Background: an optimization exercise with open tools, aiming at small area, a short achievable clock period and few clock cycles per item. Do not read the settings as production practice. Where RTL was checked, it was by simulation tests only, not by an equivalence proof against the original.

Setup of the reference run:
==> module evaluator, before the edit <==
module evaluator(
    input clk_i ,
    input rst_i ,
    input [7:0] a_bi ,
    input [7:0] b_bi ,
    input start_i ,
    output ready,
    output busy_o ,
    output reg [8:0] y_bo
);
    reg        busy;
    reg [1:0]  ph;       
    reg [4:0]  top;      
    reg        c12;      
    reg [11:0] nlo;      
    reg [7:0]  rem;      
    reg [3:0]  xq;       
    wire [16:0] t0, t1;
    summator sq_sum(.a1(a_bi), .b1(b_bi), .res0(t0), .res1(t1));
    wire [12:0] lo_sum = t0[11:0] + t1[11:0];
    always @(posedge clk_i) begin
        top <= t0[16:12] + t1[16:12];
        c12 <= lo_sum[12];
        nlo <= lo_sum[11:0];
    end
    reg  [2:0] yt;
    reg  [3:0] rt;
    reg        pos, zero;
    reg  [2:0] e1, e0;
    localparam [959:0] ROOT_TABLE = 960'h00815a22b445540aa815002a005300a60148029005100a201400280048a391471e6a3cd46918d2316222c4444088810c0218042008401040208040008000da69b4d35916b22d221a4433406680c80190031006200c001800249149228e211c4224044808401080200040004a209441140228040008000040;
    always @* {yt, rt, pos, zero, e1, e0} = ROOT_TABLE[{top, c12} * 15 +: 15];
    wire [1:0] n5 = nlo[11:10];
    wire       b5 = pos | (zero & (n5 != 2'd0));
    wire [4:0] ra5 = !b5          ? {rt[2:0], n5} :
                     (n5 != 2'd0) ? {e1, n5 - 2'd1} : {e0, 2'b11};
    wire [5:0] ra4; wire b4;
    sqrt #(5, 4) row4(.rem_i(ra5), .y_i({yt, b5}), .x_i(nlo[9:8]), .rem_o(ra4), .bit_o(b4));
    wire [8:0] rb1; wire bb1;
    wire [9:0] rb2; wire bb2;
    sqrt #(8, 7) rowb1(.rem_i(rem), .y_i(y_bo[6:0]), .x_i(xq[3:2]), .rem_o(rb1), .bit_o(bb1));
    sqrt #(9, 8) rowb2(.rem_i(rb1), .y_i({y_bo[6:0], bb1}), .x_i(xq[1:0]), .rem_o(rb2), .bit_o(bb2));
    assign busy_o = busy;
    assign ready  = ~busy;
    always @(posedge clk_i) begin
        rem <= (ph == 2'd0) ? {2'b00, ra4} : rb2[7:0];
        xq  <= (ph == 2'd0) ? nlo[7:4] : nlo[3:0];
    end
    always @(posedge clk_i)
        if (rst_i) begin
            busy <= 1'b0;
            ph   <= 2'd0;
            y_bo <= 9'd0;
        end else if (busy) begin
            if (ph == 2'd0)
                y_bo <= {4'd0, yt, b5, b4};
            else
                y_bo <= {y_bo[6:0], bb1, bb2};
            if (ph == 2'd2) begin
                ph   <= 2'd0;
                busy <= 1'b0;
            end else
                ph <= ph + 2'd1;
        end else if (start_i)
            busy <= 1'b1;
endmodule
clock: 4.0 ns
lec_check: 0
cap_margin: 20
core_margin: 2
core_utilization: 40
slew_margin: 20
run.sh (not shown) runs the stock make flow with config.mk's settings and CLKGATE_MAP_FILE= SYNTH_SCRIPT=/design/flow/synth_recipe.tcl, a recipe that flattens the netlist after the stock synthesis.
Testbench counts of the reference run, summed over its fixed seeds: cycles 6,408, items 1,600.
For the trial run, these inputs were changed with respect to the reference run:
==> flow/design.v, changed modules only <==
module evaluator(
    input clk_i ,
    input rst_i ,
    input [7:0] a_bi ,
    input [7:0] b_bi ,
    input start_i ,
    output ready,
    output busy_o ,
    output reg [8:0] y_bo
);
    reg        busy;
    reg [1:0]  ph;       
    reg [4:0]  top;      
    reg        c12;      
    reg [11:0] nlo;      
    reg [7:0]  rem;      
    wire [16:0] t0, t1;
    summator sq_sum(.a1(a_bi), .b1(b_bi), .res0(t0), .res1(t1));
    wire [12:0] lo_sum = t0[11:0] + t1[11:0];
    always @(posedge clk_i) begin
        top <= t0[16:12] + t1[16:12];
        c12 <= lo_sum[12];
        nlo <= lo_sum[11:0];
    end
    reg  [2:0] yt;
    reg  [3:0] rt;
    localparam [447:0] ROOT_TABLE = 448'h015ab55ab52a53a74a951a342848911e3c68d162c4890e1c285060c080d9b356ad1a3366c993162c1824488d1a244850a040489112240800;
    always @* {yt, rt} = ROOT_TABLE[{top, c12} * 7 +: 7];
    wire [4:0] ra5; wire b5;
    wire [5:0] ra4; wire b4;
    sqrt #(4, 3) row5(.rem_i(rt), .y_i(yt), .x_i(nlo[11:10]), .rem_o(ra5), .bit_o(b5));
    sqrt #(5, 4) row4(.rem_i(ra5), .y_i({yt, b5}), .x_i(nlo[9:8]), .rem_o(ra4), .bit_o(b4));
    wire [3:0] xq = ph[0] ? nlo[7:4] : nlo[3:0];
    wire [8:0] rb1; wire bb1;
    wire [9:0] rb2; wire bb2;
    sqrt #(8, 7) rowb1(.rem_i(rem), .y_i(y_bo[6:0]), .x_i(xq[3:2]), .rem_o(rb1), .bit_o(bb1));
    sqrt #(9, 8) rowb2(.rem_i(rb1), .y_i({y_bo[6:0], bb1}), .x_i(xq[1:0]), .rem_o(rb2), .bit_o(bb2));
    assign busy_o = busy;
    assign ready  = ~busy;
    always @(posedge clk_i)
        rem <= (ph == 2'd0) ? {2'b00, ra4} : rb2[7:0];
    always @(posedge clk_i)
        if (rst_i) begin
            busy <= 1'b0;
            ph   <= 2'd0;
            y_bo <= 9'd0;
        end else if (busy) begin
            if (ph == 2'd0)
                y_bo <= {4'd0, yt, b5, b4};
            else
                y_bo <= {y_bo[6:0], bb1, bb2};
            if (ph == 2'd2) begin
                ph   <= 2'd0;
                busy <= 1'b0;
            end else
                ph <= ph + 2'd1;
        end else if (start_i)
            busy <= 1'b1;
endmodule
Results
- The trial run finished all stages; layout check result: FAIL, due to setup timing.
- The fraction of area in clock buffers and inverters in the trial run was higher than what the reference run gave.
- Post-layout instance count excluding filler cells: the trial run vs the reference run down 50
- Relative to the reference run, the number of combinational gates with multiple inputs measured on the trial run has decreased by a little under 10%.
- Lower number of storage elements in the synthesis netlist goes to the trial run over the reference run.
- The count of sequential standard cells of the trial run is lower than that of the reference run.
- Compared the trial run vs the reference run, and number of vias per cell is up in the trial run.
- The post-synthesis to final-layout area growth reported for the trial run is greater than that of the reference run by 8.0 points.
- Worst setup slack: the trial run vs the reference run down 0.30 ns
Only the layout flow was run in the trial run; the RTL was not checked for function there.

==> separate check: timing with driven ports <==
How much do the figures lean on ideal ports? The routed layouts below were timed once more, with nothing changed but the port constraints. Step 1: set_driving_cell puts a clkbuf_16 on clk_i and a buf_2 on each other input, an assumption about the parent block. Step 2 adds t to the input delays and takes it off the output delays; t is the mean of the earliest and latest rising clock arrival at the registers after step 1. Input paths then give back, and output paths get back, about the clock's delay inside the block. a / b / c = no drivers / after step 1 / after step 2; a / b = the first two.
run	t (ns)	slack for setup (ns)	hold WS [ns]
the reference run	0.321	0.138 / 0.138 / -0.121	0.414 / 0.414 / 0.414
the trial run	0.316	-0.157 / -0.157 / -0.157	0.459 / 0.459 / 0.459
With both steps, setup timing fails in the reference run, where it was met with ideal ports. The setup slack of the reference run, which loses most, moves by 0.000 ns with the drivers and by -0.259 ns with both steps.
